This is an optimization exercise on Yosys and OpenROAD, whose aim is small area, a short achievable clock period and few clock cycles per item, not a production implementation. Function was checked by simulation only, so behaviour that the tests miss may differ from the original.

**flow/config.mk**
```make
export PLATFORM = sky130hd
export DESIGN_NAME = fir_filter
export DESIGN_NICKNAME = fir_filter
export VERILOG_FILES = /design/flow/design.v
export SDC_FILE = /design/flow/constraint.sdc
export NUM_CORES = 4
export LEC_CHECK = 0
export CAP_MARGIN = 20
export CORE_MARGIN = 2
export CORE_UTILIZATION = 70
export CTS_CLUSTER_DIAMETER = 100
export CTS_CLUSTER_SIZE = 24
export SLEW_MARGIN = 20
```
**flow/design.v**
```verilog
`timescale 1ns / 10ps
module flex_counter #(
    parameter SIZE = 8
) (
    input logic clk,
    input logic n_rst,
    input logic clear,
    input logic count_enable,
    input logic [SIZE-1:0] rollover_val,
    output logic [SIZE-1:0] count_out,
    output logic rollover_flag
);
    logic [SIZE-1:0] count_next;
    logic rollover_next;
    always_comb begin
        if (clear) begin
            count_next = '0;
        end else if (count_enable) begin
            if (count_out >= rollover_val) begin
                count_next = '0; count_next[0] = 1'b1;
            end else begin
                count_next = count_out + 1;
            end
        end else begin
            count_next = count_out;
        end
    end
    always_comb begin
        rollover_next = 1'b0;
        if (!clear) begin
            rollover_next = (count_next >= rollover_val);
        end
    end
    always_ff @(posedge clk or negedge n_rst) begin
        if (!n_rst) begin
            count_out <= '0;
            rollover_flag <= 1'b0;
        end else begin
            count_out <= count_next;
            rollover_flag <= rollover_next;
        end
    end
endmodule
`timescale 1ns / 10ps
module sync #(
    parameter logic RST_VAL = 1'b0
) (
    input logic clk,
    input logic n_rst,
    input logic async_in,
    output logic sync_out
);
    logic stage1;
    always_ff @( posedge clk, negedge n_rst ) begin : sync_ff
        if(!n_rst) begin
            stage1 <= RST_VAL;
            sync_out <= RST_VAL;
        end
        else begin
            stage1 <= async_in;
            sync_out <= stage1;
        end
    end
endmodule
`timescale 1ns / 10ps
module counter (
    input logic clk,
    input logic n_rst,
    input logic cnt_up,
    input logic clear,
    output logic one_k_samples
);
    logic [9:0] count_out;
    logic [9:0] unused;
    flex_counter #(.SIZE(10)) counter (
        .clk(clk),
        .n_rst(n_rst),
        .clear(clear),
        .count_enable(cnt_up),
        .rollover_val(10'd1000),
        .count_out(count_out),
        .rollover_flag(one_k_samples)
    );
    assign unused = count_out;
endmodule
`timescale 1ns / 10ps
module magnitude (
  input  logic [16:0] in,
  output logic [15:0] out
);
  logic [16:0] in_temp;
  always_comb begin
    if (in[16] == 1'b1) begin
      in_temp = (~in) + 1'b1;
    end else begin
      in_temp = in;
    end
    out = in_temp[15:0];
  end
endmodule
`timescale 1ns / 10ps
module datapath (
    input  logic        clk,
    input  logic        n_reset,
    input  logic [15:0] sample_data,
    input  logic [15:0] fir_coefficient,
    input  logic [3:0]  f_we,         
    input  logic        shift,        
    input  logic        out_we,       
    input  logic        a_use_x,      
    input  logic [1:0]  alt_a_sel,    
    input  logic [1:0]  f_sel,        
    input  logic        f_byp,        
    input  logic        st2a_neg,     
    input  logic        st2_we_a,     
    input  logic        st2_we_b,     
    input  logic        bank_clear,   
    output logic        ovf,          
    output logic [15:0] fir_out
);
    logic [15:0] f0, f1, f2, f3;
    logic [15:0] x0, x1, x2;
    logic [3:0]  fv;
    logic [2:0]  xv;
    always_ff @(posedge clk) begin
        if (f_we[0]) f0 <= fir_coefficient;
        if (f_we[1]) f1 <= fir_coefficient;
        if (f_we[2]) f2 <= fir_coefficient;
        if (f_we[3]) f3 <= fir_coefficient;
    end
    always_ff @(posedge clk) begin
        if (shift) begin
            x0 <= sample_data;
            x1 <= x0;
            x2 <= x1;
        end
    end
    always_ff @(posedge clk or negedge n_reset) begin
        if (!n_reset) begin
            fv <= '0;
            xv <= '0;
        end else begin
            fv <= fv | f_we;
            if (shift) xv <= {xv[1:0], 1'b1};
        end
    end
    logic [15:0] xalt, fpre, a_next;
    logic [17:0] fpre3;
    always_comb begin
        case (alt_a_sel)
            2'd1: xalt = x0 & {16{xv[0]}};
            2'd2: xalt = x1 & {16{xv[1]}};
            default: xalt = x2 & {16{xv[2]}};
        endcase
    end
    always_ff @(posedge clk) begin
        if (f_byp) fpre <= fir_coefficient;
        else begin
            case (f_sel)
                2'd0: fpre <= f0 & {16{fv[0]}};
                2'd1: fpre <= f1 & {16{fv[1]}};
                2'd2: fpre <= f2 & {16{fv[2]}};
                default: fpre <= f3 & {16{fv[3]}};
            endcase
        end
    end
    triple triple (.f(fpre), .f3(fpre3));
    assign a_next = a_use_x ? xalt : sample_data;
    logic [7:0]  op_s1, op_s2, op_s3;
    logic [15:0] op_f;
    logic [17:0] op_f3;
    always_ff @(posedge clk) begin
        for (int j = 0; j < 8; j++) begin
            op_s1[j] <= a_next[2*j] & ~a_next[2*j+1];
            op_s2[j] <= ~a_next[2*j] & a_next[2*j+1];
            op_s3[j] <= a_next[2*j] & a_next[2*j+1];
        end
        op_f  <= fpre;
        op_f3 <= fpre3;
    end
    logic [31:0] rs, rc;
    mul_tree tree (.s1(op_s1), .s2(op_s2), .s3(op_s3), .f(op_f), .f3(op_f3), .rs(rs), .rc(rc));
    logic [31:0] ps, pc;
    always_ff @(posedge clk) begin
        ps <= rs;
        pc <= rc;
    end
    logic [31:0] prod;
    logic [15:0] p;                    
    logic        pneg;                 
    logic        pov;                  
    assign prod = ps + pc;
    always_ff @(posedge clk) begin
        p    <= prod[30:15] ^ {16{st2a_neg}};
        pneg <= st2a_neg;
        pov  <= prod[31];
    end
    logic [18:0] pe;
    assign pe = {{3{pneg}}, p};
    logic [17:0] bank_a, bank_b;       
    logic        bank_ov;
    logic [19:0] sum_ax, sum_bx, acc3x;
    logic [18:0] sum_a, sum_b;
    assign sum_ax = {bank_a[17], bank_a, 1'b1} + {pe, pneg};
    assign sum_bx = {bank_b[17], bank_b, 1'b1} + {pe, pneg};
    assign acc3x  = {bank_b[17], bank_b, 1'b1} + {pe, 1'b1};
    assign sum_a = sum_ax[19:1];
    assign sum_b = sum_bx[19:1];
    always_ff @(posedge clk or negedge n_reset) begin
        if (!n_reset) begin
            bank_a <= '0;
            bank_b <= {18{1'b1}};
            bank_ov <= 1'b0;
        end else if (bank_clear) begin
            bank_a <= '0;
            bank_b <= {18{1'b1}};
            bank_ov <= 1'b0;
        end else begin
            if (st2_we_a) bank_a <= sum_a[17:0];
            if (st2_we_b) bank_b <= sum_b[17:0];
            if (st2_we_b) bank_ov <= bank_ov | pov;
        end
    end
    logic [18:0] acc2, acc3, acc3m1;
    assign acc2   = sum_a;
    assign acc3m1 = sum_b;
    assign acc3   = acc3x[19:1];
    assign ovf = pov | bank_ov
               | (!acc2[18] && (acc2[17] || acc2[16]))
               | (acc3[18] && !(acc3[17] && acc3[16]));
    always_ff @(posedge clk or negedge n_reset) begin
        if (!n_reset) fir_out <= '0;
        else if (out_we) fir_out <= acc3[18] ? ~acc3m1[15:0] : acc3[15:0];
    end
endmodule
module triple (
    input  logic [15:0] f,
    output logic [17:0] f3
);
    logic [16:0] a, b, g0, p0;
    logic [16:0] g [0:5];
    logic [16:0] p [0:5];
    assign a = {1'b0, f};
    assign b = {f, 1'b0};
    assign g0 = a & b;
    assign p0 = a ^ b;
    assign g[0] = g0;
    assign p[0] = p0;
    genvar l, i;
    generate
        for (l = 0; l < 5; l++) begin : g_lvl
            for (i = 0; i < 17; i++) begin : g_bit
                if (i >= (1 << l)) begin : g_op
                    assign g[l+1][i] = g[l][i] | (p[l][i] & g[l][i - (1 << l)]);
                    assign p[l+1][i] = p[l][i] & p[l][i - (1 << l)];
                end else begin : g_pass
                    assign g[l+1][i] = g[l][i];
                    assign p[l+1][i] = p[l][i];
                end
            end
        end
    endgenerate
    assign f3[0] = p0[0];
    assign f3[16:1] = p0[16:1] ^ g[5][15:0];
    assign f3[17] = g[5][16];
endmodule
module mul_tree (
    input  logic [7:0]  s1,    
    input  logic [7:0]  s2,    
    input  logic [7:0]  s3,    
    input  logic [15:0] f,     
    input  logic [17:0] f3,    
    output logic [31:0] rs,    
    output logic [31:0] rc
);
    logic pp0_0, pp0_1, pp0_2, pp0_3, pp0_4, pp0_5, pp0_6, pp0_7, pp0_8, pp0_9, pp0_10, pp0_11, pp0_12, pp0_13, pp0_14, pp0_15, pp0_16, pp0_17, pp1_0, pp1_1, pp1_2, pp1_3, pp1_4, pp1_5, pp1_6, pp1_7, pp1_8, pp1_9, pp1_10, pp1_11, pp1_12, pp1_13, pp1_14, pp1_15, pp1_16, pp1_17, pp2_0, pp2_1, pp2_2, pp2_3, pp2_4, pp2_5, pp2_6, pp2_7, pp2_8, pp2_9, pp2_10, pp2_11, pp2_12, pp2_13, pp2_14, pp2_15, pp2_16, pp2_17, pp3_0, pp3_1, pp3_2, pp3_3, pp3_4, pp3_5, pp3_6, pp3_7, pp3_8, pp3_9, pp3_10, pp3_11, pp3_12, pp3_13, pp3_14, pp3_15, pp3_16, pp3_17, pp4_0, pp4_1, pp4_2, pp4_3, pp4_4, pp4_5, pp4_6, pp4_7, pp4_8, pp4_9, pp4_10, pp4_11, pp4_12, pp4_13, pp4_14, pp4_15, pp4_16, pp4_17, pp5_0, pp5_1, pp5_2, pp5_3, pp5_4, pp5_5, pp5_6, pp5_7, pp5_8, pp5_9, pp5_10, pp5_11, pp5_12, pp5_13, pp5_14, pp5_15, pp5_16, pp5_17, pp6_0, pp6_1, pp6_2, pp6_3, pp6_4, pp6_5, pp6_6, pp6_7, pp6_8, pp6_9, pp6_10, pp6_11, pp6_12, pp6_13, pp6_14, pp6_15, pp6_16, pp6_17, pp7_0, pp7_1, pp7_2, pp7_3, pp7_4, pp7_5, pp7_6, pp7_7, pp7_8, pp7_9, pp7_10, pp7_11, pp7_12, pp7_13, pp7_14, pp7_15, pp7_16, pp7_17, hs0, hc0, fs0, fc0, fs1, fc1, hs1, hc1, fs2, fc2, fs3, fc3, fs4, fc4, fs5, fc5, fs6, fc6, fs7, fc7, fs8, fc8, hs2, hc2, fs9, fc9, hs3, hc3, fs10, fc10, hs4, hc4, hs5, hc5, fs11, fc11, fs12, fc12, hs6, hc6, fs13, fc13, fs14, fc14, fs15, fc15, fs16, fc16, fs17, fc17, fs18, fc18, fs19, fc19, fs20, fc20, fs21, fc21, fs22, fc22, fs23, fc23, fs24, fc24, fs25, fc25, fs26, fc26, fs27, fc27, fs28, fc28, fs29, fc29, fs30, fc30, fs31, fc31, fs32, fc32, fs33, fc33, fs34, fc34, fs35, fc35, fs36, fc36, fs37, fc37, hs7, hc7, fs38, fc38, hs8, hc8, hs9, hc9, fs39, fc39, fs40, fc40, fs41, fc41, fs42, fc42, fs43, fc43, fs44, fc44, fs45, fc45, fs46, fc46, fs47, fc47, fs48, fc48, fs49, fc49, fs50, fc50, fs51, fc51, fs52, fc52, fs53, fc53, fs54, fc54, fs55, fc55, fs56, fc56, fs57, fc57, fs58, fc58, hs10, hc10, hs11, hc11, fs59, fc59, fs60, fc60, fs61, fc61, fs62, fc62, fs63, fc63, fs64, fc64, fs65, fc65, fs66, fc66, fs67, fc67, fs68, fc68, fs69, fc69, fs70, fc70, fs71, fc71, fs72, fc72, fs73, fc73, fs74, fc74, fs75, fc75, fs76, fc76, fs77, fc77, fs78, fc78, fs79, fc79, fs80, fc80, fs81, fc81, fs82, fc82, hs12, hc12;
    assign pp0_0 = (s1[0] & f[0]) | (s3[0] & f3[0]);
    assign pp0_1 = (s1[0] & f[1]) | (s2[0] & f[0]) | (s3[0] & f3[1]);
    assign pp0_2 = (s1[0] & f[2]) | (s2[0] & f[1]) | (s3[0] & f3[2]);
    assign pp0_3 = (s1[0] & f[3]) | (s2[0] & f[2]) | (s3[0] & f3[3]);
    assign pp0_4 = (s1[0] & f[4]) | (s2[0] & f[3]) | (s3[0] & f3[4]);
    assign pp0_5 = (s1[0] & f[5]) | (s2[0] & f[4]) | (s3[0] & f3[5]);
    assign pp0_6 = (s1[0] & f[6]) | (s2[0] & f[5]) | (s3[0] & f3[6]);
    assign pp0_7 = (s1[0] & f[7]) | (s2[0] & f[6]) | (s3[0] & f3[7]);
    assign pp0_8 = (s1[0] & f[8]) | (s2[0] & f[7]) | (s3[0] & f3[8]);
    assign pp0_9 = (s1[0] & f[9]) | (s2[0] & f[8]) | (s3[0] & f3[9]);
    assign pp0_10 = (s1[0] & f[10]) | (s2[0] & f[9]) | (s3[0] & f3[10]);
    assign pp0_11 = (s1[0] & f[11]) | (s2[0] & f[10]) | (s3[0] & f3[11]);
    assign pp0_12 = (s1[0] & f[12]) | (s2[0] & f[11]) | (s3[0] & f3[12]);
    assign pp0_13 = (s1[0] & f[13]) | (s2[0] & f[12]) | (s3[0] & f3[13]);
    assign pp0_14 = (s1[0] & f[14]) | (s2[0] & f[13]) | (s3[0] & f3[14]);
    assign pp0_15 = (s1[0] & f[15]) | (s2[0] & f[14]) | (s3[0] & f3[15]);
    assign pp0_16 = (s2[0] & f[15]) | (s3[0] & f3[16]);
    assign pp0_17 = (s3[0] & f3[17]);
    assign pp1_0 = (s1[1] & f[0]) | (s3[1] & f3[0]);
    assign pp1_1 = (s1[1] & f[1]) | (s2[1] & f[0]) | (s3[1] & f3[1]);
    assign pp1_2 = (s1[1] & f[2]) | (s2[1] & f[1]) | (s3[1] & f3[2]);
    assign pp1_3 = (s1[1] & f[3]) | (s2[1] & f[2]) | (s3[1] & f3[3]);
    assign pp1_4 = (s1[1] & f[4]) | (s2[1] & f[3]) | (s3[1] & f3[4]);
    assign pp1_5 = (s1[1] & f[5]) | (s2[1] & f[4]) | (s3[1] & f3[5]);
    assign pp1_6 = (s1[1] & f[6]) | (s2[1] & f[5]) | (s3[1] & f3[6]);
    assign pp1_7 = (s1[1] & f[7]) | (s2[1] & f[6]) | (s3[1] & f3[7]);
    assign pp1_8 = (s1[1] & f[8]) | (s2[1] & f[7]) | (s3[1] & f3[8]);
    assign pp1_9 = (s1[1] & f[9]) | (s2[1] & f[8]) | (s3[1] & f3[9]);
    assign pp1_10 = (s1[1] & f[10]) | (s2[1] & f[9]) | (s3[1] & f3[10]);
    assign pp1_11 = (s1[1] & f[11]) | (s2[1] & f[10]) | (s3[1] & f3[11]);
    assign pp1_12 = (s1[1] & f[12]) | (s2[1] & f[11]) | (s3[1] & f3[12]);
    assign pp1_13 = (s1[1] & f[13]) | (s2[1] & f[12]) | (s3[1] & f3[13]);
    assign pp1_14 = (s1[1] & f[14]) | (s2[1] & f[13]) | (s3[1] & f3[14]);
    assign pp1_15 = (s1[1] & f[15]) | (s2[1] & f[14]) | (s3[1] & f3[15]);
    assign pp1_16 = (s2[1] & f[15]) | (s3[1] & f3[16]);
    assign pp1_17 = (s3[1] & f3[17]);
    assign pp2_0 = (s1[2] & f[0]) | (s3[2] & f3[0]);
    assign pp2_1 = (s1[2] & f[1]) | (s2[2] & f[0]) | (s3[2] & f3[1]);
    assign pp2_2 = (s1[2] & f[2]) | (s2[2] & f[1]) | (s3[2] & f3[2]);
    assign pp2_3 = (s1[2] & f[3]) | (s2[2] & f[2]) | (s3[2] & f3[3]);
    assign pp2_4 = (s1[2] & f[4]) | (s2[2] & f[3]) | (s3[2] & f3[4]);
    assign pp2_5 = (s1[2] & f[5]) | (s2[2] & f[4]) | (s3[2] & f3[5]);
    assign pp2_6 = (s1[2] & f[6]) | (s2[2] & f[5]) | (s3[2] & f3[6]);
    assign pp2_7 = (s1[2] & f[7]) | (s2[2] & f[6]) | (s3[2] & f3[7]);
    assign pp2_8 = (s1[2] & f[8]) | (s2[2] & f[7]) | (s3[2] & f3[8]);
    assign pp2_9 = (s1[2] & f[9]) | (s2[2] & f[8]) | (s3[2] & f3[9]);
    assign pp2_10 = (s1[2] & f[10]) | (s2[2] & f[9]) | (s3[2] & f3[10]);
    assign pp2_11 = (s1[2] & f[11]) | (s2[2] & f[10]) | (s3[2] & f3[11]);
    assign pp2_12 = (s1[2] & f[12]) | (s2[2] & f[11]) | (s3[2] & f3[12]);
    assign pp2_13 = (s1[2] & f[13]) | (s2[2] & f[12]) | (s3[2] & f3[13]);
    assign pp2_14 = (s1[2] & f[14]) | (s2[2] & f[13]) | (s3[2] & f3[14]);
    assign pp2_15 = (s1[2] & f[15]) | (s2[2] & f[14]) | (s3[2] & f3[15]);
    assign pp2_16 = (s2[2] & f[15]) | (s3[2] & f3[16]);
    assign pp2_17 = (s3[2] & f3[17]);
    assign pp3_0 = (s1[3] & f[0]) | (s3[3] & f3[0]);
    assign pp3_1 = (s1[3] & f[1]) | (s2[3] & f[0]) | (s3[3] & f3[1]);
    assign pp3_2 = (s1[3] & f[2]) | (s2[3] & f[1]) | (s3[3] & f3[2]);
    assign pp3_3 = (s1[3] & f[3]) | (s2[3] & f[2]) | (s3[3] & f3[3]);
    assign pp3_4 = (s1[3] & f[4]) | (s2[3] & f[3]) | (s3[3] & f3[4]);
    assign pp3_5 = (s1[3] & f[5]) | (s2[3] & f[4]) | (s3[3] & f3[5]);
    assign pp3_6 = (s1[3] & f[6]) | (s2[3] & f[5]) | (s3[3] & f3[6]);
    assign pp3_7 = (s1[3] & f[7]) | (s2[3] & f[6]) | (s3[3] & f3[7]);
    assign pp3_8 = (s1[3] & f[8]) | (s2[3] & f[7]) | (s3[3] & f3[8]);
    assign pp3_9 = (s1[3] & f[9]) | (s2[3] & f[8]) | (s3[3] & f3[9]);
    assign pp3_10 = (s1[3] & f[10]) | (s2[3] & f[9]) | (s3[3] & f3[10]);
    assign pp3_11 = (s1[3] & f[11]) | (s2[3] & f[10]) | (s3[3] & f3[11]);
    assign pp3_12 = (s1[3] & f[12]) | (s2[3] & f[11]) | (s3[3] & f3[12]);
    assign pp3_13 = (s1[3] & f[13]) | (s2[3] & f[12]) | (s3[3] & f3[13]);
    assign pp3_14 = (s1[3] & f[14]) | (s2[3] & f[13]) | (s3[3] & f3[14]);
    assign pp3_15 = (s1[3] & f[15]) | (s2[3] & f[14]) | (s3[3] & f3[15]);
    assign pp3_16 = (s2[3] & f[15]) | (s3[3] & f3[16]);
    assign pp3_17 = (s3[3] & f3[17]);
    assign pp4_0 = (s1[4] & f[0]) | (s3[4] & f3[0]);
    assign pp4_1 = (s1[4] & f[1]) | (s2[4] & f[0]) | (s3[4] & f3[1]);
    assign pp4_2 = (s1[4] & f[2]) | (s2[4] & f[1]) | (s3[4] & f3[2]);
    assign pp4_3 = (s1[4] & f[3]) | (s2[4] & f[2]) | (s3[4] & f3[3]);
    assign pp4_4 = (s1[4] & f[4]) | (s2[4] & f[3]) | (s3[4] & f3[4]);
    assign pp4_5 = (s1[4] & f[5]) | (s2[4] & f[4]) | (s3[4] & f3[5]);
    assign pp4_6 = (s1[4] & f[6]) | (s2[4] & f[5]) | (s3[4] & f3[6]);
    assign pp4_7 = (s1[4] & f[7]) | (s2[4] & f[6]) | (s3[4] & f3[7]);
    assign pp4_8 = (s1[4] & f[8]) | (s2[4] & f[7]) | (s3[4] & f3[8]);
    assign pp4_9 = (s1[4] & f[9]) | (s2[4] & f[8]) | (s3[4] & f3[9]);
    assign pp4_10 = (s1[4] & f[10]) | (s2[4] & f[9]) | (s3[4] & f3[10]);
    assign pp4_11 = (s1[4] & f[11]) | (s2[4] & f[10]) | (s3[4] & f3[11]);
    assign pp4_12 = (s1[4] & f[12]) | (s2[4] & f[11]) | (s3[4] & f3[12]);
    assign pp4_13 = (s1[4] & f[13]) | (s2[4] & f[12]) | (s3[4] & f3[13]);
    assign pp4_14 = (s1[4] & f[14]) | (s2[4] & f[13]) | (s3[4] & f3[14]);
    assign pp4_15 = (s1[4] & f[15]) | (s2[4] & f[14]) | (s3[4] & f3[15]);
    assign pp4_16 = (s2[4] & f[15]) | (s3[4] & f3[16]);
    assign pp4_17 = (s3[4] & f3[17]);
    assign pp5_0 = (s1[5] & f[0]) | (s3[5] & f3[0]);
    assign pp5_1 = (s1[5] & f[1]) | (s2[5] & f[0]) | (s3[5] & f3[1]);
    assign pp5_2 = (s1[5] & f[2]) | (s2[5] & f[1]) | (s3[5] & f3[2]);
    assign pp5_3 = (s1[5] & f[3]) | (s2[5] & f[2]) | (s3[5] & f3[3]);
    assign pp5_4 = (s1[5] & f[4]) | (s2[5] & f[3]) | (s3[5] & f3[4]);
    assign pp5_5 = (s1[5] & f[5]) | (s2[5] & f[4]) | (s3[5] & f3[5]);
    assign pp5_6 = (s1[5] & f[6]) | (s2[5] & f[5]) | (s3[5] & f3[6]);
    assign pp5_7 = (s1[5] & f[7]) | (s2[5] & f[6]) | (s3[5] & f3[7]);
    assign pp5_8 = (s1[5] & f[8]) | (s2[5] & f[7]) | (s3[5] & f3[8]);
    assign pp5_9 = (s1[5] & f[9]) | (s2[5] & f[8]) | (s3[5] & f3[9]);
    assign pp5_10 = (s1[5] & f[10]) | (s2[5] & f[9]) | (s3[5] & f3[10]);
    assign pp5_11 = (s1[5] & f[11]) | (s2[5] & f[10]) | (s3[5] & f3[11]);
    assign pp5_12 = (s1[5] & f[12]) | (s2[5] & f[11]) | (s3[5] & f3[12]);
    assign pp5_13 = (s1[5] & f[13]) | (s2[5] & f[12]) | (s3[5] & f3[13]);
    assign pp5_14 = (s1[5] & f[14]) | (s2[5] & f[13]) | (s3[5] & f3[14]);
    assign pp5_15 = (s1[5] & f[15]) | (s2[5] & f[14]) | (s3[5] & f3[15]);
    assign pp5_16 = (s2[5] & f[15]) | (s3[5] & f3[16]);
    assign pp5_17 = (s3[5] & f3[17]);
    assign pp6_0 = (s1[6] & f[0]) | (s3[6] & f3[0]);
    assign pp6_1 = (s1[6] & f[1]) | (s2[6] & f[0]) | (s3[6] & f3[1]);
    assign pp6_2 = (s1[6] & f[2]) | (s2[6] & f[1]) | (s3[6] & f3[2]);
    assign pp6_3 = (s1[6] & f[3]) | (s2[6] & f[2]) | (s3[6] & f3[3]);
    assign pp6_4 = (s1[6] & f[4]) | (s2[6] & f[3]) | (s3[6] & f3[4]);
    assign pp6_5 = (s1[6] & f[5]) | (s2[6] & f[4]) | (s3[6] & f3[5]);
    assign pp6_6 = (s1[6] & f[6]) | (s2[6] & f[5]) | (s3[6] & f3[6]);
    assign pp6_7 = (s1[6] & f[7]) | (s2[6] & f[6]) | (s3[6] & f3[7]);
    assign pp6_8 = (s1[6] & f[8]) | (s2[6] & f[7]) | (s3[6] & f3[8]);
    assign pp6_9 = (s1[6] & f[9]) | (s2[6] & f[8]) | (s3[6] & f3[9]);
    assign pp6_10 = (s1[6] & f[10]) | (s2[6] & f[9]) | (s3[6] & f3[10]);
    assign pp6_11 = (s1[6] & f[11]) | (s2[6] & f[10]) | (s3[6] & f3[11]);
    assign pp6_12 = (s1[6] & f[12]) | (s2[6] & f[11]) | (s3[6] & f3[12]);
    assign pp6_13 = (s1[6] & f[13]) | (s2[6] & f[12]) | (s3[6] & f3[13]);
    assign pp6_14 = (s1[6] & f[14]) | (s2[6] & f[13]) | (s3[6] & f3[14]);
    assign pp6_15 = (s1[6] & f[15]) | (s2[6] & f[14]) | (s3[6] & f3[15]);
    assign pp6_16 = (s2[6] & f[15]) | (s3[6] & f3[16]);
    assign pp6_17 = (s3[6] & f3[17]);
    assign pp7_0 = (s1[7] & f[0]) | (s3[7] & f3[0]);
    assign pp7_1 = (s1[7] & f[1]) | (s2[7] & f[0]) | (s3[7] & f3[1]);
    assign pp7_2 = (s1[7] & f[2]) | (s2[7] & f[1]) | (s3[7] & f3[2]);
    assign pp7_3 = (s1[7] & f[3]) | (s2[7] & f[2]) | (s3[7] & f3[3]);
    assign pp7_4 = (s1[7] & f[4]) | (s2[7] & f[3]) | (s3[7] & f3[4]);
    assign pp7_5 = (s1[7] & f[5]) | (s2[7] & f[4]) | (s3[7] & f3[5]);
    assign pp7_6 = (s1[7] & f[6]) | (s2[7] & f[5]) | (s3[7] & f3[6]);
    assign pp7_7 = (s1[7] & f[7]) | (s2[7] & f[6]) | (s3[7] & f3[7]);
    assign pp7_8 = (s1[7] & f[8]) | (s2[7] & f[7]) | (s3[7] & f3[8]);
    assign pp7_9 = (s1[7] & f[9]) | (s2[7] & f[8]) | (s3[7] & f3[9]);
    assign pp7_10 = (s1[7] & f[10]) | (s2[7] & f[9]) | (s3[7] & f3[10]);
    assign pp7_11 = (s1[7] & f[11]) | (s2[7] & f[10]) | (s3[7] & f3[11]);
    assign pp7_12 = (s1[7] & f[12]) | (s2[7] & f[11]) | (s3[7] & f3[12]);
    assign pp7_13 = (s1[7] & f[13]) | (s2[7] & f[12]) | (s3[7] & f3[13]);
    assign pp7_14 = (s1[7] & f[14]) | (s2[7] & f[13]) | (s3[7] & f3[14]);
    assign pp7_15 = (s1[7] & f[15]) | (s2[7] & f[14]) | (s3[7] & f3[15]);
    assign pp7_16 = (s2[7] & f[15]) | (s3[7] & f3[16]);
    assign pp7_17 = (s3[7] & f3[17]);
    assign hs0 = pp0_12 ^ pp1_10;
    assign hc0 = pp0_12 & pp1_10;
    assign fs0 = pp0_13 ^ pp1_11 ^ pp2_9;
    assign fc0 = (pp0_13 & pp1_11) | (pp0_13 & pp2_9) | (pp1_11 & pp2_9);
    assign fs1 = pp0_14 ^ pp1_12 ^ pp2_10;
    assign fc1 = (pp0_14 & pp1_12) | (pp0_14 & pp2_10) | (pp1_12 & pp2_10);
    assign hs1 = pp3_8 ^ pp4_6;
    assign hc1 = pp3_8 & pp4_6;
    assign fs2 = pp0_15 ^ pp1_13 ^ pp2_11;
    assign fc2 = (pp0_15 & pp1_13) | (pp0_15 & pp2_11) | (pp1_13 & pp2_11);
    assign fs3 = pp3_9 ^ pp4_7 ^ pp5_5;
    assign fc3 = (pp3_9 & pp4_7) | (pp3_9 & pp5_5) | (pp4_7 & pp5_5);
    assign fs4 = pp0_16 ^ pp1_14 ^ pp2_12;
    assign fc4 = (pp0_16 & pp1_14) | (pp0_16 & pp2_12) | (pp1_14 & pp2_12);
    assign fs5 = pp3_10 ^ pp4_8 ^ pp5_6;
    assign fc5 = (pp3_10 & pp4_8) | (pp3_10 & pp5_6) | (pp4_8 & pp5_6);
    assign fs6 = pp0_17 ^ pp1_15 ^ pp2_13;
    assign fc6 = (pp0_17 & pp1_15) | (pp0_17 & pp2_13) | (pp1_15 & pp2_13);
    assign fs7 = pp3_11 ^ pp4_9 ^ pp5_7;
    assign fc7 = (pp3_11 & pp4_9) | (pp3_11 & pp5_7) | (pp4_9 & pp5_7);
    assign fs8 = pp1_16 ^ pp2_14 ^ pp3_12;
    assign fc8 = (pp1_16 & pp2_14) | (pp1_16 & pp3_12) | (pp2_14 & pp3_12);
    assign hs2 = pp4_10 ^ pp5_8;
    assign hc2 = pp4_10 & pp5_8;
    assign fs9 = pp1_17 ^ pp2_15 ^ pp3_13;
    assign fc9 = (pp1_17 & pp2_15) | (pp1_17 & pp3_13) | (pp2_15 & pp3_13);
    assign hs3 = pp4_11 ^ pp5_9;
    assign hc3 = pp4_11 & pp5_9;
    assign fs10 = pp2_16 ^ pp3_14 ^ pp4_12;
    assign fc10 = (pp2_16 & pp3_14) | (pp2_16 & pp4_12) | (pp3_14 & pp4_12);
    assign hs4 = pp2_17 ^ pp3_15;
    assign hc4 = pp2_17 & pp3_15;
    assign hs5 = pp0_8 ^ pp1_6;
    assign hc5 = pp0_8 & pp1_6;
    assign fs11 = pp0_9 ^ pp1_7 ^ pp2_5;
    assign fc11 = (pp0_9 & pp1_7) | (pp0_9 & pp2_5) | (pp1_7 & pp2_5);
    assign fs12 = pp0_10 ^ pp1_8 ^ pp2_6;
    assign fc12 = (pp0_10 & pp1_8) | (pp0_10 & pp2_6) | (pp1_8 & pp2_6);
    assign hs6 = pp3_4 ^ pp4_2;
    assign hc6 = pp3_4 & pp4_2;
    assign fs13 = pp0_11 ^ pp1_9 ^ pp2_7;
    assign fc13 = (pp0_11 & pp1_9) | (pp0_11 & pp2_7) | (pp1_9 & pp2_7);
    assign fs14 = pp3_5 ^ pp4_3 ^ pp5_1;
    assign fc14 = (pp3_5 & pp4_3) | (pp3_5 & pp5_1) | (pp4_3 & pp5_1);
    assign fs15 = hs0 ^ pp2_8 ^ pp3_6;
    assign fc15 = (hs0 & pp2_8) | (hs0 & pp3_6) | (pp2_8 & pp3_6);
    assign fs16 = pp4_4 ^ pp5_2 ^ pp6_0;
    assign fc16 = (pp4_4 & pp5_2) | (pp4_4 & pp6_0) | (pp5_2 & pp6_0);
    assign fs17 = hc0 ^ fs0 ^ pp3_7;
    assign fc17 = (hc0 & fs0) | (hc0 & pp3_7) | (fs0 & pp3_7);
    assign fs18 = pp4_5 ^ pp5_3 ^ pp6_1;
    assign fc18 = (pp4_5 & pp5_3) | (pp4_5 & pp6_1) | (pp5_3 & pp6_1);
    assign fs19 = fc0 ^ fs1 ^ hs1;
    assign fc19 = (fc0 & fs1) | (fc0 & hs1) | (fs1 & hs1);
    assign fs20 = pp5_4 ^ pp6_2 ^ pp7_0;
    assign fc20 = (pp5_4 & pp6_2) | (pp5_4 & pp7_0) | (pp6_2 & pp7_0);
    assign fs21 = fc1 ^ hc1 ^ fs2;
    assign fc21 = (fc1 & hc1) | (fc1 & fs2) | (hc1 & fs2);
    assign fs22 = fs3 ^ pp6_3 ^ pp7_1;
    assign fc22 = (fs3 & pp6_3) | (fs3 & pp7_1) | (pp6_3 & pp7_1);
    assign fs23 = fc2 ^ fc3 ^ fs4;
    assign fc23 = (fc2 & fc3) | (fc2 & fs4) | (fc3 & fs4);
    assign fs24 = fs5 ^ pp6_4 ^ pp7_2;
    assign fc24 = (fs5 & pp6_4) | (fs5 & pp7_2) | (pp6_4 & pp7_2);
    assign fs25 = fc4 ^ fc5 ^ fs6;
    assign fc25 = (fc4 & fc5) | (fc4 & fs6) | (fc5 & fs6);
    assign fs26 = fs7 ^ pp6_5 ^ pp7_3;
    assign fc26 = (fs7 & pp6_5) | (fs7 & pp7_3) | (pp6_5 & pp7_3);
    assign fs27 = fc6 ^ fc7 ^ fs8;
    assign fc27 = (fc6 & fc7) | (fc6 & fs8) | (fc7 & fs8);
    assign fs28 = hs2 ^ pp6_6 ^ pp7_4;
    assign fc28 = (hs2 & pp6_6) | (hs2 & pp7_4) | (pp6_6 & pp7_4);
    assign fs29 = fc8 ^ hc2 ^ fs9;
    assign fc29 = (fc8 & hc2) | (fc8 & fs9) | (hc2 & fs9);
    assign fs30 = hs3 ^ pp6_7 ^ pp7_5;
    assign fc30 = (hs3 & pp6_7) | (hs3 & pp7_5) | (pp6_7 & pp7_5);
    assign fs31 = fc9 ^ hc3 ^ fs10;
    assign fc31 = (fc9 & hc3) | (fc9 & fs10) | (hc3 & fs10);
    assign fs32 = pp5_10 ^ pp6_8 ^ pp7_6;
    assign fc32 = (pp5_10 & pp6_8) | (pp5_10 & pp7_6) | (pp6_8 & pp7_6);
    assign fs33 = fc10 ^ hs4 ^ pp4_13;
    assign fc33 = (fc10 & hs4) | (fc10 & pp4_13) | (hs4 & pp4_13);
    assign fs34 = pp5_11 ^ pp6_9 ^ pp7_7;
    assign fc34 = (pp5_11 & pp6_9) | (pp5_11 & pp7_7) | (pp6_9 & pp7_7);
    assign fs35 = hc4 ^ pp3_16 ^ pp4_14;
    assign fc35 = (hc4 & pp3_16) | (hc4 & pp4_14) | (pp3_16 & pp4_14);
    assign fs36 = pp5_12 ^ pp6_10 ^ pp7_8;
    assign fc36 = (pp5_12 & pp6_10) | (pp5_12 & pp7_8) | (pp6_10 & pp7_8);
    assign fs37 = pp3_17 ^ pp4_15 ^ pp5_13;
    assign fc37 = (pp3_17 & pp4_15) | (pp3_17 & pp5_13) | (pp4_15 & pp5_13);
    assign hs7 = pp6_11 ^ pp7_9;
    assign hc7 = pp6_11 & pp7_9;
    assign fs38 = pp4_16 ^ pp5_14 ^ pp6_12;
    assign fc38 = (pp4_16 & pp5_14) | (pp4_16 & pp6_12) | (pp5_14 & pp6_12);
    assign hs8 = pp4_17 ^ pp5_15;
    assign hc8 = pp4_17 & pp5_15;
    assign hs9 = pp0_6 ^ pp1_4;
    assign hc9 = pp0_6 & pp1_4;
    assign fs39 = pp0_7 ^ pp1_5 ^ pp2_3;
    assign fc39 = (pp0_7 & pp1_5) | (pp0_7 & pp2_3) | (pp1_5 & pp2_3);
    assign fs40 = hs5 ^ pp2_4 ^ pp3_2;
    assign fc40 = (hs5 & pp2_4) | (hs5 & pp3_2) | (pp2_4 & pp3_2);
    assign fs41 = hc5 ^ fs11 ^ pp3_3;
    assign fc41 = (hc5 & fs11) | (hc5 & pp3_3) | (fs11 & pp3_3);
    assign fs42 = fc11 ^ fs12 ^ hs6;
    assign fc42 = (fc11 & fs12) | (fc11 & hs6) | (fs12 & hs6);
    assign fs43 = fc12 ^ hc6 ^ fs13;
    assign fc43 = (fc12 & hc6) | (fc12 & fs13) | (hc6 & fs13);
    assign fs44 = fc13 ^ fc14 ^ fs15;
    assign fc44 = (fc13 & fc14) | (fc13 & fs15) | (fc14 & fs15);
    assign fs45 = fc15 ^ fc16 ^ fs17;
    assign fc45 = (fc15 & fc16) | (fc15 & fs17) | (fc16 & fs17);
    assign fs46 = fc17 ^ fc18 ^ fs19;
    assign fc46 = (fc17 & fc18) | (fc17 & fs19) | (fc18 & fs19);
    assign fs47 = fc19 ^ fc20 ^ fs21;
    assign fc47 = (fc19 & fc20) | (fc19 & fs21) | (fc20 & fs21);
    assign fs48 = fc21 ^ fc22 ^ fs23;
    assign fc48 = (fc21 & fc22) | (fc21 & fs23) | (fc22 & fs23);
    assign fs49 = fc23 ^ fc24 ^ fs25;
    assign fc49 = (fc23 & fc24) | (fc23 & fs25) | (fc24 & fs25);
    assign fs50 = fc25 ^ fc26 ^ fs27;
    assign fc50 = (fc25 & fc26) | (fc25 & fs27) | (fc26 & fs27);
    assign fs51 = fc27 ^ fc28 ^ fs29;
    assign fc51 = (fc27 & fc28) | (fc27 & fs29) | (fc28 & fs29);
    assign fs52 = fc29 ^ fc30 ^ fs31;
    assign fc52 = (fc29 & fc30) | (fc29 & fs31) | (fc30 & fs31);
    assign fs53 = fc31 ^ fc32 ^ fs33;
    assign fc53 = (fc31 & fc32) | (fc31 & fs33) | (fc32 & fs33);
    assign fs54 = fc33 ^ fc34 ^ fs35;
    assign fc54 = (fc33 & fc34) | (fc33 & fs35) | (fc34 & fs35);
    assign fs55 = fc35 ^ fc36 ^ fs37;
    assign fc55 = (fc35 & fc36) | (fc35 & fs37) | (fc36 & fs37);
    assign fs56 = fc37 ^ hc7 ^ fs38;
    assign fc56 = (fc37 & hc7) | (fc37 & fs38) | (hc7 & fs38);
    assign fs57 = fc38 ^ hs8 ^ pp6_13;
    assign fc57 = (fc38 & hs8) | (fc38 & pp6_13) | (hs8 & pp6_13);
    assign fs58 = hc8 ^ pp5_16 ^ pp6_14;
    assign fc58 = (hc8 & pp5_16) | (hc8 & pp6_14) | (pp5_16 & pp6_14);
    assign hs10 = pp5_17 ^ pp6_15;
    assign hc10 = pp5_17 & pp6_15;
    assign hs11 = pp0_4 ^ pp1_2;
    assign hc11 = pp0_4 & pp1_2;
    assign fs59 = pp0_5 ^ pp1_3 ^ pp2_1;
    assign fc59 = (pp0_5 & pp1_3) | (pp0_5 & pp2_1) | (pp1_3 & pp2_1);
    assign fs60 = hs9 ^ pp2_2 ^ pp3_0;
    assign fc60 = (hs9 & pp2_2) | (hs9 & pp3_0) | (pp2_2 & pp3_0);
    assign fs61 = hc9 ^ fs39 ^ pp3_1;
    assign fc61 = (hc9 & fs39) | (hc9 & pp3_1) | (fs39 & pp3_1);
    assign fs62 = fc39 ^ fs40 ^ pp4_0;
    assign fc62 = (fc39 & fs40) | (fc39 & pp4_0) | (fs40 & pp4_0);
    assign fs63 = fc40 ^ fs41 ^ pp4_1;
    assign fc63 = (fc40 & fs41) | (fc40 & pp4_1) | (fs41 & pp4_1);
    assign fs64 = fc41 ^ fs42 ^ pp5_0;
    assign fc64 = (fc41 & fs42) | (fc41 & pp5_0) | (fs42 & pp5_0);
    assign fs65 = fc42 ^ fs43 ^ fs14;
    assign fc65 = (fc42 & fs43) | (fc42 & fs14) | (fs43 & fs14);
    assign fs66 = fc43 ^ fs44 ^ fs16;
    assign fc66 = (fc43 & fs44) | (fc43 & fs16) | (fs44 & fs16);
    assign fs67 = fc44 ^ fs45 ^ fs18;
    assign fc67 = (fc44 & fs45) | (fc44 & fs18) | (fs45 & fs18);
    assign fs68 = fc45 ^ fs46 ^ fs20;
    assign fc68 = (fc45 & fs46) | (fc45 & fs20) | (fs46 & fs20);
    assign fs69 = fc46 ^ fs47 ^ fs22;
    assign fc69 = (fc46 & fs47) | (fc46 & fs22) | (fs47 & fs22);
    assign fs70 = fc47 ^ fs48 ^ fs24;
    assign fc70 = (fc47 & fs48) | (fc47 & fs24) | (fs48 & fs24);
    assign fs71 = fc48 ^ fs49 ^ fs26;
    assign fc71 = (fc48 & fs49) | (fc48 & fs26) | (fs49 & fs26);
    assign fs72 = fc49 ^ fs50 ^ fs28;
    assign fc72 = (fc49 & fs50) | (fc49 & fs28) | (fs50 & fs28);
    assign fs73 = fc50 ^ fs51 ^ fs30;
    assign fc73 = (fc50 & fs51) | (fc50 & fs30) | (fs51 & fs30);
    assign fs74 = fc51 ^ fs52 ^ fs32;
    assign fc74 = (fc51 & fs52) | (fc51 & fs32) | (fs52 & fs32);
    assign fs75 = fc52 ^ fs53 ^ fs34;
    assign fc75 = (fc52 & fs53) | (fc52 & fs34) | (fs53 & fs34);
    assign fs76 = fc53 ^ fs54 ^ fs36;
    assign fc76 = (fc53 & fs54) | (fc53 & fs36) | (fs54 & fs36);
    assign fs77 = fc54 ^ fs55 ^ hs7;
    assign fc77 = (fc54 & fs55) | (fc54 & hs7) | (fs55 & hs7);
    assign fs78 = fc55 ^ fs56 ^ pp7_10;
    assign fc78 = (fc55 & fs56) | (fc55 & pp7_10) | (fs56 & pp7_10);
    assign fs79 = fc56 ^ fs57 ^ pp7_11;
    assign fc79 = (fc56 & fs57) | (fc56 & pp7_11) | (fs57 & pp7_11);
    assign fs80 = fc57 ^ fs58 ^ pp7_12;
    assign fc80 = (fc57 & fs58) | (fc57 & pp7_12) | (fs58 & pp7_12);
    assign fs81 = fc58 ^ hs10 ^ pp7_13;
    assign fc81 = (fc58 & hs10) | (fc58 & pp7_13) | (hs10 & pp7_13);
    assign fs82 = hc10 ^ pp6_16 ^ pp7_14;
    assign fc82 = (hc10 & pp6_16) | (hc10 & pp7_14) | (pp6_16 & pp7_14);
    assign hs12 = pp6_17 ^ pp7_15;
    assign hc12 = pp6_17 & pp7_15;
    assign rs[0] = pp0_0;
    assign rc[0] = 1'b0;
    assign rs[1] = pp0_1;
    assign rc[1] = 1'b0;
    assign rs[2] = pp0_2;
    assign rc[2] = pp1_0;
    assign rs[3] = pp0_3;
    assign rc[3] = pp1_1;
    assign rs[4] = hs11;
    assign rc[4] = pp2_0;
    assign rs[5] = hc11;
    assign rc[5] = fs59;
    assign rs[6] = fc59;
    assign rc[6] = fs60;
    assign rs[7] = fc60;
    assign rc[7] = fs61;
    assign rs[8] = fc61;
    assign rc[8] = fs62;
    assign rs[9] = fc62;
    assign rc[9] = fs63;
    assign rs[10] = fc63;
    assign rc[10] = fs64;
    assign rs[11] = fc64;
    assign rc[11] = fs65;
    assign rs[12] = fc65;
    assign rc[12] = fs66;
    assign rs[13] = fc66;
    assign rc[13] = fs67;
    assign rs[14] = fc67;
    assign rc[14] = fs68;
    assign rs[15] = fc68;
    assign rc[15] = fs69;
    assign rs[16] = fc69;
    assign rc[16] = fs70;
    assign rs[17] = fc70;
    assign rc[17] = fs71;
    assign rs[18] = fc71;
    assign rc[18] = fs72;
    assign rs[19] = fc72;
    assign rc[19] = fs73;
    assign rs[20] = fc73;
    assign rc[20] = fs74;
    assign rs[21] = fc74;
    assign rc[21] = fs75;
    assign rs[22] = fc75;
    assign rc[22] = fs76;
    assign rs[23] = fc76;
    assign rc[23] = fs77;
    assign rs[24] = fc77;
    assign rc[24] = fs78;
    assign rs[25] = fc78;
    assign rc[25] = fs79;
    assign rs[26] = fc79;
    assign rc[26] = fs80;
    assign rs[27] = fc80;
    assign rc[27] = fs81;
    assign rs[28] = fc81;
    assign rc[28] = fs82;
    assign rs[29] = fc82;
    assign rc[29] = hs12;
    assign rs[30] = hc12;
    assign rc[30] = pp7_16;
    assign rs[31] = pp7_17;
    assign rc[31] = 1'b0;
endmodule
`timescale 1ns / 10ps
module controller (
    input  logic       clk,
    input  logic       n_rst,
    input  logic       dr,
    input  logic       lc,
    input  logic       ovf,
    output logic       cnt_up,
    output logic       clear,
    output logic       modwait,
    output logic       err,
    output logic [3:0] f_we,
    output logic       shift,
    output logic       out_we,
    output logic       a_use_x,
    output logic [1:0] alt_a_sel,
    output logic [1:0] f_sel,
    output logic       f_byp,
    output logic       st2a_neg,
    output logic       st2_we_a,
    output logic       st2_we_b,
    output logic       bank_clear
);
    typedef enum logic [2:0] {
        IDLE  = 3'd0,
        FAST  = 3'd1,    
        SLOW  = 3'd2,    
        LOAD  = 3'd3,    
        LWAIT = 3'd4     
    } state_t;
    typedef enum logic [3:0] {
        K_DEF = 4'd0,    
        K_L3  = 4'd2,    
        K_L2  = 4'd3,    
        K_L1  = 4'd4,    
        K_P0  = 4'd5,    
        K_B1  = 4'd6,    
        K_B2  = 4'd7,    
        K_B3  = 4'd8     
    } kind_t;
    state_t state, state_next;
    logic [1:0] k, k_next;
    logic [3:0] sc, sc_next;         
    logic slow_first;                
    logic [2:0] pw, pw_next;         
    logic fast_seen, slow_seen, seen_load;
    logic abort, slow_commit, event_samp, arm, kill;
    assign fast_seen = (state == IDLE) && dr && !lc && (pw == 3'd3);
    assign slow_seen = (state == IDLE) && dr && !lc && (pw != 3'd3);
    assign abort = (state == SLOW) && slow_first && !dr;
    assign slow_commit = (state == SLOW) && (sc == 4'd8) && !abort;
    assign event_samp = (state == FAST) || abort || slow_commit;
    assign kill = ((pw == 3'd3) && !fast_seen)
                || ((state == IDLE) && (pw != 3'd0) && (pw != 3'd3) && (dr || lc))
                || ((state == FAST) && !dr)
                || abort;
    always_comb begin
        state_next = state;
        k_next = k;
        sc_next = sc;
        seen_load = 1'b0;
        case (state)
            IDLE: begin
                if (lc) begin
                    state_next = LOAD;
                    k_next = 2'd0;
                    seen_load = 1'b1;
                end else if (dr) begin
                    if (pw == 3'd3) begin
                        state_next = FAST;
                    end else begin
                        state_next = SLOW;
                        sc_next = 4'd4;
                    end
                end
            end
            FAST: state_next = IDLE;
            SLOW: begin
                if (abort || (sc == 4'd8)) state_next = IDLE;
                else sc_next = sc + 4'd1;
            end
            LOAD: state_next = LWAIT;
            LWAIT: begin
                if (k == 2'd3) begin
                    state_next = IDLE;
                end else if (lc) begin
                    state_next = LOAD;
                    k_next = k + 2'd1;
                    seen_load = 1'b1;
                end
            end
            default: state_next = IDLE;
        endcase
    end
    assign shift  = ((state == FAST) && dr) || slow_commit;
    assign out_we = shift;
    assign cnt_up = shift;
    assign clear  = (state == LOAD) && (k == 2'd0);
    always_comb begin
        f_we = 4'd0;
        if (seen_load) f_we[k_next] = 1'b1;
        if (state == LOAD) f_we[k] = 1'b1;
    end
    assign arm = event_samp || ((state == LOAD) && (k == 2'd3));
    assign f_byp = seen_load && (k_next != 2'd0);
    always_comb begin
        pw_next = 3'd0;
        if (arm) pw_next = 3'd1;
        else if (!kill && (pw == 3'd1 || pw == 3'd2 || pw == 3'd3)) pw_next = pw + 3'd1;
    end
    logic [3:0] kind1;
    always_comb begin
        kind1 = K_DEF;
        if (f_byp) kind1 = (k_next == 2'd1) ? K_L1 : (k_next == 2'd2) ? K_L2 : K_L3;
        else if (kill) kind1 = K_DEF;
        else if (pw == 3'd1) kind1 = K_B1;
        else if (pw == 3'd2) kind1 = K_B2;
        else if (pw == 3'd3) kind1 = K_B3;
        else if ((state == SLOW) && (sc != 4'd8)) kind1 = sc + 4'd1;
    end
    logic [3:0] kind2;
    always_comb begin
        kind2 = K_DEF;
        if (slow_seen) kind2 = K_P0;
        else if (arm) kind2 = K_B1;
        else if (pw == 3'd1) kind2 = K_B2;
        else if (pw == 3'd2) kind2 = K_B3;
        else if ((state == SLOW) && !abort && (sc < 4'd7)) kind2 = sc + 4'd2;
    end
    logic a_use_x_n;
    logic [1:0] a_sel_n, op_n, f_sel_n;
    always_comb begin
        a_use_x_n = 1'b1; a_sel_n = 2'd1; op_n = 2'd0;
        case (kind1)
            K_L3: begin a_sel_n = 2'd3; op_n = 2'd3; end
            K_L2: begin a_sel_n = 2'd2; op_n = 2'd2; end
            K_L1: begin a_sel_n = 2'd1; op_n = 2'd1; end
            K_B1: begin a_sel_n = 2'd2; op_n = 2'd3; end
            K_B2: begin a_sel_n = 2'd1; op_n = 2'd2; end
            K_B3: begin a_use_x_n = 1'b0; op_n = 2'd1; end
            default: a_use_x_n = 1'b0;
        endcase
        case (kind2)
            K_B1: f_sel_n = 2'd3;
            K_B2: f_sel_n = 2'd2;
            K_B3: f_sel_n = 2'd1;
            default: f_sel_n = 2'd0;
        endcase
    end
    logic [1:0] ptag_op, tag_op, tag_st1;
    assign st2a_neg   = (tag_st1 == 2'd1) || (tag_st1 == 2'd3);
    assign bank_clear = shift || ((state == LOAD) && (k == 2'd0));
    always_ff @(posedge clk or negedge n_rst) begin
        if (!n_rst) begin
            state <= IDLE;
            k <= 2'd0;
            sc <= 4'd0;
            slow_first <= 1'b0;
            pw <= 3'd0;
            modwait <= 1'b0;
            err <= 1'b0;
            a_use_x <= 1'b0;
            alt_a_sel <= 2'd1;
            f_sel <= 2'd0;
            ptag_op <= 2'd0;
            tag_op <= 2'd0;
            tag_st1 <= 2'd0;
            st2_we_a <= 1'b0;
            st2_we_b <= 1'b0;
        end else begin
            state <= state_next;
            k <= k_next;
            sc <= sc_next;
            slow_first <= slow_seen;
            pw <= pw_next;
            modwait <= (state_next == FAST) || (state_next == SLOW) || (state_next == LOAD);
            if (state == FAST) err <= dr ? ovf : 1'b1;
            else if (abort) err <= 1'b1;
            else if (slow_commit) err <= ovf;
            else if (seen_load) err <= 1'b0;
            a_use_x <= a_use_x_n;
            alt_a_sel <= a_sel_n;
            f_sel <= f_sel_n;
            ptag_op <= op_n;
            tag_op <= kill ? 2'd0 : ptag_op;
            tag_st1 <= kill ? 2'd0 : tag_op;
            st2_we_a <= !kill && ((tag_st1 == 2'd1) || (tag_st1 == 2'd2));
            st2_we_b <= !kill && (tag_st1 != 2'd0);
        end
    end
endmodule
`timescale 1ns / 10ps
module fir_filter (
    input logic clk,
    input logic n_rst,
    input logic [15:0] sample_data,
    input logic [15:0] fir_coefficient,
    input logic load_coeff,
    input logic data_ready,
    output logic one_k_samples,
    output logic modwait,
    output logic [15:0] fir_out,
    output logic err
);
    logic cnt_up;
    logic clear;
    logic ovf;
    logic lc;
    logic dr;
    logic [3:0] f_we;
    logic shift;
    logic out_we;
    logic a_use_x;
    logic [1:0] alt_a_sel;
    logic [1:0] f_sel;
    logic f_byp;
    logic st2a_neg;
    logic st2_we_a;
    logic st2_we_b;
    logic bank_clear;
    counter counter (
        .clk(clk),
        .n_rst(n_rst),
        .cnt_up(cnt_up),
        .clear(clear),
        .one_k_samples(one_k_samples)
    );
    controller FIR_controller (
        .clk(clk),
        .n_rst(n_rst),
        .dr(dr),
        .lc(lc),
        .ovf(ovf),
        .cnt_up(cnt_up),
        .clear(clear),
        .modwait(modwait),
        .err(err),
        .f_we(f_we),
        .shift(shift),
        .out_we(out_we),
        .a_use_x(a_use_x),
        .alt_a_sel(alt_a_sel),
        .f_sel(f_sel),
        .f_byp(f_byp),
        .st2a_neg(st2a_neg),
        .st2_we_a(st2_we_a),
        .st2_we_b(st2_we_b),
        .bank_clear(bank_clear)
    );
    datapath datapath (
        .clk(clk),
        .n_reset(n_rst),
        .sample_data(sample_data),
        .fir_coefficient(fir_coefficient),
        .f_we(f_we),
        .shift(shift),
        .out_we(out_we),
        .a_use_x(a_use_x),
        .alt_a_sel(alt_a_sel),
        .f_sel(f_sel),
        .f_byp(f_byp),
        .st2a_neg(st2a_neg),
        .st2_we_a(st2_we_a),
        .st2_we_b(st2_we_b),
        .bank_clear(bank_clear),
        .ovf(ovf),
        .fir_out(fir_out)
    );
    sync sync_lc (
        .clk(clk),
        .n_rst(n_rst),
        .async_in(load_coeff),
        .sync_out(lc)
    );
    sync sync_dr (
        .clk(clk),
        .n_rst(n_rst),
        .async_in(data_ready),
        .sync_out(dr)
    );
endmodule
```
**flow/standard.sh**
```bash
#!/bin/bash
# synth_recipe.tcl (not shown) runs the flow's synth.tcl, then flattens the netlist and writes it again
# the make line also repeats each setting of config.mk as NAME=value (left out here)
make -C /OpenROAD-flow-scripts/flow DESIGN_CONFIG=/design/flow/config.mk WORK_HOME=/design/flow/orfs CLKGATE_MAP_FILE= SYNTH_SCRIPT=/design/flow/synth_recipe.tcl "${@:-finish}"
```
**flow/flow/run.sh**
```bash
#!/bin/bash
# The standard layout (the standard.sh: the standard synthesis, then
# floorplan, place, CTS, route and finish), with repair_timing asked to reach
# more setup slack than the design's clock period needs. Make's output goes
# to flow_make.log; each ORFS step keeps its own log under orfs/logs/.
set -euo pipefail
bash standard.sh SETUP_SLACK_MARGIN=7.7 finish > flow_make.log 2>&1
```
**flow/constraint.sdc**
```tcl
create_clock -name core_clock -period 11.0 [get_ports {clk}]
set_input_delay 2.2000 -clock core_clock [delete_from_list [all_inputs] [get_ports {clk}]]
set_output_delay 2.2000 -clock core_clock [all_outputs]
set_load 0.01 [all_outputs]
```
==> notes.md <==
==> what timing repair did <==
action                                 CTS  global route
setup endpoints to repair               42            52
gates cloned                             0             1
buffers inserted                         6            10
pin swaps                                3            14
endpoints found under the hold margin    0             0
resized for setup                       86            42
==> cells by family (layout without fill, tap and decap cells) <==
group,Yosys count,count (layout),synth area share (%)
flip-flops,365,365,44.7
multiplexers,28,28,1.42
XOR/XNOR,100,100,4.37
AO/OA/AOI/OAI,524,524,19.0
adder cells (fa/ha/maj),204,204,16.0
AND/OR/NAND/NOR,367,367,8.57
buffers and inverters,308,305,5.91
==> through the flow <==
| stage | cells | cell area [um2] | setup WS, ns |
|---|---|---|---|
| 2_1_floorplan | 1896 | 20000 | 7.87 |
| 3_3_place_gp | 2220 | 20700 | 7.53 |
| 3_5_place_dp | 2220 | 20700 | 7.41 |
| 4_1_cts | 2260 | 21300 | 7.56 |
| 5_1_grt | 2271 | 21500 | 7.57 |
| 6_report | 2271 | 21500 | 7.68 |
==> flip-flops by register name, indices dropped and copies added (netlist names), 8 cells and up <==
register,cells
datapath.ps,30
datapath.op_s2,8
datapath.x1,16
datapath.p,16
datapath.f3,16
datapath.f2,16
datapath.pc,29
datapath.fpre,16
datapath.op_f,16
datapath.f0,16
datapath.bank_b,18
datapath.op_s3,8
datapath.f1,16
datapath.op_f3,17
datapath.fir_out,16
datapath.op_s1,8
datapath.x2,16
datapath.bank_a,18
datapath.x0,16
counter.counter.count_out,10
==> cell usage in the layout (no fill, tap or decap), drive strengths merged, types with 64 or more instances in the layout <==
cell | Yosys | final
dfrtp | 84 | 84
inv | 190 | 192
o21ai | 94 | 94
edfxtp | 112 | 112
xnor2 | 64 | 64
nor2 | 110 | 110
nand2 | 114 | 114
dfxtp | 150 | 150
a222oi | 119 | 119
ha | 116 | 116
a21oi | 89 | 89
fa | 87 | 87
==> metal layers <==
layer / up-vias / track usage [%] / wire length [um]
met5: - / 0 / 0
met4: 0 / 8.37 / 1150
met3: 88 / 4.28 / 3640
met2: 717 / 46.2 / 20400
met1: 7090 / 40.8 / 18800
li1: 6815 / - / -
==> final timing paths <==
check / cells past startpoint / slack (ns) / from / end
min: 0 / 0.36 / sync_dr.stage1 / sync_dr.sync_out
min in group asynchronous: 1 / 1.59 / n_rst / datapath.fir_out[1]
min reg2reg: 0 / 0.36 / sync_dr.stage1 / sync_dr.sync_out
max: 1 / 7.68 / FIR_controller.err / err
max reg2reg: 8 / 7.84 / datapath.op_f[9] / datapath.pc[16]
max in group asynchronous: 2 / 8.10 / n_rst / FIR_controller.st2_we_b
==> area by class of cell <==
type / instances / area share [%]
well taps: 378 / 2.20
clock buffers: 30 / 2.45
inverters: 191 / 3.34
multi-input cells: 1223 / 46.6
repair buffers: 80 / 3.20
flip-flops and latches: 365 / 41.9
clock inverters: 4 / 0.256
==> notes.md <==
- For this design, the CTS-stage hold fixing added 0 buffers.
* Worst-path clk slew: 0.10 ns
- The max-slew violation count was 0.
- Along the worst path, the maximum fanout reaches 2.
- Overall routed net length: 44.0 mm
- Synth cell count leaders: 188 x inv_1, 150 x dfxtp_1, 119 x a222oi_1
- Filler cell count: about 2000
* Pin count of the biggest net entering global routing: 71
* Synth Instances: 1896
- Area growth, synth to finish: 7.05%
- Sequential cell area: 9000 um2
- Family with the most delay on the worst path: flip-flops
- Before antenna repair, the detailed router went through 19 iterations.
- Vias per cell: 6.48
* Ant. Diodes: 0
* Least-Margin Pin Slew: 0.984 ns
* Worst path slowest cell: dfrtp_2
* Synthesized area: ~20000 um2
* GRT Util Overall: around 29%
- Worst setup skew after layout: 0.0235 ns
- The core region is around 28000 um2.
* Worst hold path type: reg2reg
* Relative slew margins: 34.4%
- H-tree levels: 1
- Status: complete, no violations
- At the worst endpoint, the required time is 8.80 ns.
* Post-synthesis register bit count: between 300 and 400
* Vias: 14700
- The critical path goes through buf_6.
- Category of the critical setup timing path: reg2out
* Maximum clock path buffer count: 3
- Timing would allow up to 301 MHz.
* Number of design rule violations left after detail routing: 0
- Summed over its instances, the top area cell type makes up around 17% of the synthesized netlist area.
* Number of buffers created by CTS: 19
- TritonCTS clock tree: yes
- At the later pin of the worst-skew pair, clock insertion delay measures 0.54 ns.
- Final setup violation count: 0
- The number of antenna violations at the first check in global routing came to 0.
- During placement, the flow inserted port buffers numbering 54.
- Portion of the post-synthesis area used by sequential elements: 44.7%
* Setup TNS Final: 0 ns
- STA classifies the critical path endpoint as an output pin.
* Number of hold-slack violations in the final timing report: 0
- Number of standard-cell rows in the floorplan: about 60
- Congestion Overflow GR: 0
- Once layout is complete, the utilization of the core stands at 76.6%.
* Maximum Capacitance Violations: 0
* Drt initial violations: 2414
- Synthesized area per cell: roughly 11 um2
* Number of clock sinks seen by CTS: around 370
- Summing all multi-input logic gate instances after layout gives 10000 um2.
* Detail Placement HPWL: 30.8 mm
* Die boundary width: 173 um
- Period Utilization, post-route: 30.2%
- Cell type contributing the most total cell area after synthesis: edfxtp_1
* Number of warnings printed during yosys synthesis: 7
- Top cells by area, synth: edfxtp_1 17%, dfxtp_1 15%, dfrtp_1 10%, fa_1 8.7%, ha_1 7.2%
- The number of nets in the synthesized netlist is 2135.
- For this configuration, the core starts out at a cell density of 71.6%.
- Number of antenna-violating nets in the routed design: 0
- Post-layout nets: around 2100
- Most used standard cell by instance count after synthesis: inv_1
- Of all flip-flops after synthesis, the portion carrying an async set or reset was 28.2%.
- The first global-routing pass estimated about 71 mm of wire.
- Count of flip-flops with a built-in enable after synthesis: approximately 110
- Fraction of layout instances using a drive strength above 1: 8.35%
- After detailed routing, the average wire length per cell comes to 19.4 um.
- The floorplan step set the die height to 173 um.
- Hold timing on the final database bottoms out at a slack of approximately 0.36 ns.
- 55 I/O pins were placed.
- The number of buffers and inverters on the critical path is 1.
- Max incr delay on CP: around 0.46 ns
- STA classifies the critical path startpoint as a flip-flop.
- WP data arrival: approximately 1.1 ns
- Via count of the first global-routing pass: 14200
- The tree is rooted in a clkbuf_16.
- The congestion estimate from routability-driven global placement came to 0.933.
- Min cycle time layout: 3.32 ns
- Floorplan die area: between 30000 and 40000 um2
- Most instantiated flip-flop cell in the synthesis netlist: dfxtp_1
* Unrepaired setup endpoints after global routing: true
* Unique masters post-synth: 74
Testbench counts, summed over its fixed seeds: cycles 32,288, samples 8,040.

[afterwards: timing with drivers on the ports]
The flow's constraints put no driver on any port. The routed layout listed below was extracted and timed again, unchanged, in two steps.
Step 1: set_driving_cell puts a clkbuf_16 on clk and a buf_2 on each other input, an assumption about the parent block.
Step 2 moves the port delays by t, midway between the first and last clock arrival at a register: inputs arrive t later, outputs are due t later. That takes back most of the time a late clock gives input paths.
Three values: ideal ports, drivers, drivers and shift; two values: the first two.
t (ns): 0.585
slack for setup (ns): 7.677 / 7.624 / 7.544
worst hold slack (ns): 0.356 / 0.356 / 0.356
worst setup path after step 2: input, reset recovery
cell pins on the clock port's net: 1
After both steps setup and hold are still met in this run. The setup slack of this run moves by -0.053 ns with the drivers and by -0.133 ns with both steps. Setup slack includes reset recovery checks.
